This is an optimization exercise on Yosys and OpenROAD, whose aim is small area, not a production implementation. Only simulation tests tie the RTL to the original design; equivalence was not proved. The clock port is modelled as an ideal driver; clocking choices that lean on that would not hold on a real chip. Power and IR drop assume default switching activity.

Design top, start of the top module:
module top (input sys_clk,
            input rst,
            input [4:0] bottom,
            input [5:0] key,
            input random_key,
            input [11:0] rom_data,
            output possi_led,
            output [7:0] DIG,
            output [7:0] Y,
            output [5:0] flow_led,
            output [3:0] red,
            output [3:0] green,
            output [3:0] blue,
            output hsync,
            vsync,
            output [5:0] key_led,
            output rd_led,
            output [17:0] rom_addr);
For scale: ~1100 cells after synthesis, about 170 flip-flops.
Settings: LEC_CHECK=0, ABC_AREA=1, CAP_MARGIN=20, CORE_MARGIN=2, CORE_UTILIZATION=40, SLEW_MARGIN=20; clock period 12.0 ns.
run.sh (not shown) runs the stock make flow with config.mk's settings and CLKGATE_MAP_FILE= SYNTH_SCRIPT=/design/flow/synth_recipe.tcl, a recipe that flattens the netlist after the stock synthesis.
Then changed:
==> flow/flow/run.sh (new file) <==
#!/bin/bash
# Standard ORFS layout, with two changes to how it is built:
#  - port buffers use the smallest buffer cell (buf_1) instead of the default
#  - clock tree built from small clock buffers, without dummy balancing loads
set -euo pipefail
export BUFFER_PORTS_ARGS="-buffer_cell sky130_fd_sc_hd__buf_1"
export CTS_ARGS="-sink_clustering_enable -repair_clock_nets -dont_use_dummy_load -buf_list sky130_fd_sc_hd__clkbuf_8 -root_buf sky130_fd_sc_hd__clkbuf_8 -sink_clustering_size 20"
bash standard.sh finish > standard_flow.log 2>&1
==> flow/standard.sh (new file) <==
#!/bin/bash
# synth_recipe.tcl (not shown) runs the flow's synth.tcl, then flattens the netlist and writes it again
# the make line also repeats each setting of config.mk as NAME=value (left out here)
make -C /OpenROAD-flow-scripts/flow DESIGN_CONFIG=/design/flow/config.mk WORK_HOME=/design/flow/orfs CLKGATE_MAP_FILE= SYNTH_SCRIPT=/design/flow/synth_recipe.tcl "${@:-finish}"
removed: flow/run.sh
Design area came out lower by 8.1%. Sequential share of layout area went up by 3.4 points. Setup slack improved by 0.35 ns. Non-clock buffer count does not change. Via count drops by 1.7%. Total power came out lower by about 17%. Synthesized cell count does not change. Maximum frequency rose by 3.9%. Clock power fell by about 47%. Sequential power is about the same.

========
## build 26
top, a different RTL version from the one above (not shown whole).
Size: ~810 cells after synthesis, ~88 I/O pins, ~8700 um^2 of cells after synthesis.
==> flow/design.v (excerpt) <==
module top (input sys_clk,
            input rst,
            input [4:0] bottom,
            input [5:0] key,
            input random_key,
            input [11:0] rom_data,
            output possi_led,
            output [7:0] DIG,
            output [7:0] Y,
            output [5:0] flow_led,
            output [3:0] red,
            output [3:0] green,
            output [3:0] blue,
            output hsync,
            vsync,
            output [5:0] key_led,
            output rd_led,
            output [17:0] rom_addr);
Settings: LEC_CHECK=0, ABC_AREA=0, CAP_MARGIN=20, CORE_MARGIN=2, CORE_UTILIZATION=65, SLEW_MARGIN=20; clock period 12.0 ns.
standard.sh (not shown) runs the stock make flow with config.mk's settings and CLKGATE_MAP_FILE= SYNTH_SCRIPT=/design/flow/synth_recipe.tcl, a recipe that flattens the netlist after the stock synthesis.
==> flow/flow/run.sh <==
#!/bin/bash
# Standard ORFS layout (the standard.sh, standard synthesis), with changes
# to how the layout is built only:
#  - port buffers use the smallest buffer cell (buf_1) instead of the default
#  - clock tree built by hand (flow/pre_cts.tcl): register clock pins split
#    into 12 placement groups, one clkbuf_8 each, under a clkbuf_8 root
#  - after CTS, logic cells are downsized where timing, slew and load allow
#    (flow/post_cts.tcl)
# The make output goes to standard_flow.log; ORFS keeps each tool's log under
# orfs/logs/.
set -euo pipefail
here=$(pwd)
export BUFFER_PORTS_ARGS="-buffer_cell sky130_fd_sc_hd__buf_1"
export CTS_ARGS="-sink_clustering_enable -repair_clock_nets -dont_use_dummy_load -buf_list sky130_fd_sc_hd__clkbuf_8 -root_buf sky130_fd_sc_hd__clkbuf_8"
export PRE_CTS_TCL="$here/flow/pre_cts.tcl"
export POST_CTS_TCL="$here/flow/post_cts.tcl"
bash standard.sh finish > standard_flow.log 2>&1
==> flow/flow/pre_cts.tcl <==
# Run by ORFS's cts step (PRE_CTS_TCL) before clock_tree_synthesis: build the
# clock tree by hand (flow/mycts.tcl): 3 x 4 placement groups of register
# clock pins, one clkbuf_8 each, driven by a clkbuf_8 root. TritonCTS then
# finds the clock nets already buffered and leaves them as they are.
source [file join [file dirname [info script]] mycts.tcl]
my_clock_tree 3 4 sky130_fd_sc_hd__clkbuf_8 sky130_fd_sc_hd__clkbuf_8
Other scripts of this flow, unchanged in this note and not shown: flow/flow/downsize.tcl, flow/flow/mycts.tcl, flow/flow/post_cts.tcl
Input changes introduced in build 31 (baseline for comparison: build 26):
diff --git a/flow/config.mk b/flow/config.mk
--- a/flow/config.mk
+++ b/flow/config.mk
@@ -10,3 +10,3 @@
 export CORE_MARGIN = 2
-export CORE_UTILIZATION = 65
+export CORE_UTILIZATION = 40
 export SLEW_MARGIN = 20
Results
Between build 31 and build 26, the total chip power figures differ only marginally. Side by side, vertical die dimension turned out higher in build 31 than in build 26. Looking at setup slack across both flows, build 31 is the stronger of the two, with build 26 trailing.
The inputs of build 71 differ from those of build 31 as listed below.
diff --git a/flow/flow/run.sh b/flow/flow/run.sh
--- a/flow/flow/run.sh
+++ b/flow/flow/run.sh
@@ -5,3 +5,3 @@
 #  - clock tree built by hand (flow/pre_cts.tcl): register clock pins split
-#    into 12 placement groups, one clkbuf_8 each, under a clkbuf_8 root
+#    into 20 placement groups, one clkbuf_4 each, under a clkbuf_8 root
 #  - after CTS, logic cells are downsized where timing, slew and load allow
@@ -13,3 +13,3 @@
 export BUFFER_PORTS_ARGS="-buffer_cell sky130_fd_sc_hd__buf_1"
-export CTS_ARGS="-sink_clustering_enable -repair_clock_nets -dont_use_dummy_load -buf_list sky130_fd_sc_hd__clkbuf_8 -root_buf sky130_fd_sc_hd__clkbuf_8"
+export CTS_ARGS="-sink_clustering_enable -repair_clock_nets -dont_use_dummy_load -buf_list {sky130_fd_sc_hd__clkbuf_4 sky130_fd_sc_hd__clkbuf_8} -root_buf sky130_fd_sc_hd__clkbuf_8"
 export PRE_CTS_TCL="$here/flow/pre_cts.tcl"
==> flow/flow/pre_cts.tcl <==
# Run by ORFS's cts step (PRE_CTS_TCL) before clock_tree_synthesis: build the
# clock tree by hand (flow/mycts.tcl): 4 x 5 placement groups of register
# clock pins, one clkbuf_4 each, driven by a clkbuf_8 root. TritonCTS then
# finds the clock nets already buffered and leaves them as they are.
source [file join [file dirname [info script]] mycts.tcl]
my_clock_tree 4 5 sky130_fd_sc_hd__clkbuf_4 sky130_fd_sc_hd__clkbuf_8
Findings:
Build 71 went all the way through synthesis, placement and routing and the layout is clean on timing, DRC and antenna. Build 71 -> build 31: synthesized cell count delta 0, exact match. On clock slew at the register clock pins of the worst setup and hold paths, build 31 and build 71 are neck and neck. On register-to-register slack, build 31 and build 71 are neck and neck. In terms of post-route core utilization, build 31 and build 71 differ only marginally. On build 71: fmax is about 0.34% lower than what build 31 gave. Compared with build 31, build 71 shows post-detailed-routing wire length higher by 0.50%. Taking build 31 as the reference, in build 71 sequential-cell power consumption held steady; post-layout minimum cycle time shows an increase of 0.032 ns. Summary of build 71 over build 31: sum of internal, switching and leakage power now smaller; final cell count now sits higher.

========
Setup of try-nickel:
Another version of the RTL of top (not shown whole).
For scale: about 180 flip-flops, ~88 I/O pins.
==> flow/config.mk <==
export PLATFORM = sky130hd
export DESIGN_NAME = top
export DESIGN_NICKNAME = top
export VERILOG_FILES = /design/flow/design.v
export SDC_FILE = /design/flow/constraint.sdc
export NUM_CORES = 4
export LEC_CHECK = 0
export ABC_AREA = 0
export CAP_MARGIN = 20
export CORE_MARGIN = 2
export CORE_UTILIZATION = 40
export SLEW_MARGIN = 20
==> flow/constraint.sdc <==
create_clock -name core_clock -period 12.0 [get_ports {sys_clk}]
set_input_delay 2.4000 -clock core_clock [delete_from_list [all_inputs] [get_ports {sys_clk}]]
set_output_delay 2.4000 -clock core_clock [all_outputs]
set_load 0.01 [all_outputs]
==> flow/flow/run.sh <==
#!/bin/bash
# Standard ORFS layout (the standard.sh, standard synthesis), with changes
# to how the layout is built only:
#  - port buffers use the smallest buffer cell (buf_1) instead of the default
#  - clock tree built from clkbuf_8 cells, without dummy balancing loads
#  - after CTS, logic cells are downsized where timing, slew and load allow
#    (flow/post_cts.tcl)
# The make output goes to standard_flow.log; ORFS keeps each tool's log under
# orfs/logs/.
set -euo pipefail
here=$(pwd)
export BUFFER_PORTS_ARGS="-buffer_cell sky130_fd_sc_hd__buf_1"
export CTS_ARGS="-sink_clustering_enable -repair_clock_nets -dont_use_dummy_load -buf_list sky130_fd_sc_hd__clkbuf_8 -root_buf sky130_fd_sc_hd__clkbuf_8"
export POST_CTS_TCL="$here/flow/post_cts.tcl"
bash standard.sh finish > standard_flow.log 2>&1
Other scripts of this flow, unchanged in this note and not shown: flow/flow/downsize.tcl, flow/flow/post_cts.tcl
try-nickel was carried through to the last stage, and its layout satisfied the timing, design-rule and antenna checks.
diff inputs: try-nickel => try-tundra
# try-nickel
export LEC_CHECK = 0
export ABC_AREA = 0
export CAP_MARGIN = 20
export CORE_MARGIN = 2
export CORE_UTILIZATION = 40
export SLEW_MARGIN = 20
create_clock -name core_clock -period 12.0 [get_ports {sys_clk}]
# try-tundra
export LEC_CHECK = 0
export ABC_AREA = 1
export CAP_MARGIN = 20
export CORE_MARGIN = 2
export CORE_UTILIZATION = 40
export SLEW_MARGIN = 20
create_clock -name core_clock -period 12.0 [get_ports {sys_clk}]
Findings:
- Cmp try-tundra vs try-nickel: peak fanout along the critical path lower in try-tundra
- The wire length per cell after detailed routing of try-tundra falls short of that of try-nickel by 11%.
- | clock-cell share of area | try-nickel vs try-tundra | ≈ equal |
- The worst slew slack as a fraction of its limit in try-tundra was lower than what try-nickel gave.
- On try-tundra: core area is about 0.6% higher than what try-nickel gave.
- Going from try-nickel to try-tundra, first-pass GRT wire length grew by a few percent.

==> static timing again, ports no longer ideal <==
The flow's constraints put no driver on any port. The routed layouts listed below were extracted and timed again, unchanged, in two steps.
Step 1 sets driving cells, clkbuf_16 on the clock port and buf_2 on the other inputs (assumed; they add their load-dependent delay and slew).
Step 2 moves the port delays by t, midway between the first and last clock arrival at a register: inputs arrive t later, outputs are due t later. That takes back most of the time a late clock gives input paths.
Slacks: ideal ports / drivers / drivers and shift; pairs: ideal ports / drivers.
run	t (ns)	slack for setup (ns)	worst setup path at the end	worst slew at a driven data input, ns	cell pins on the clock port's net
the first run of note 1	0.466	2.469 / 2.425 / 2.891	register to output	0.04	1
the second run of note 1	0.473	2.823 / 2.787 / 3.260	register to output	0.03	1
build 26	0.478	2.474 / 2.440 / 2.917	register to output	0.04	1
build 31	0.483	2.568 / 2.526 / 3.009	register to output	0.04	1
build 71	0.509	2.536 / 2.496 / 3.005	register to output	0.04	1
try-nickel	0.480	2.618 / 2.577 / 3.057	register to output	0.04	1
try-tundra	0.472	2.754 / 2.714 / 3.186	register to output	0.04	1
After both steps setup and hold are still met in every run listed.
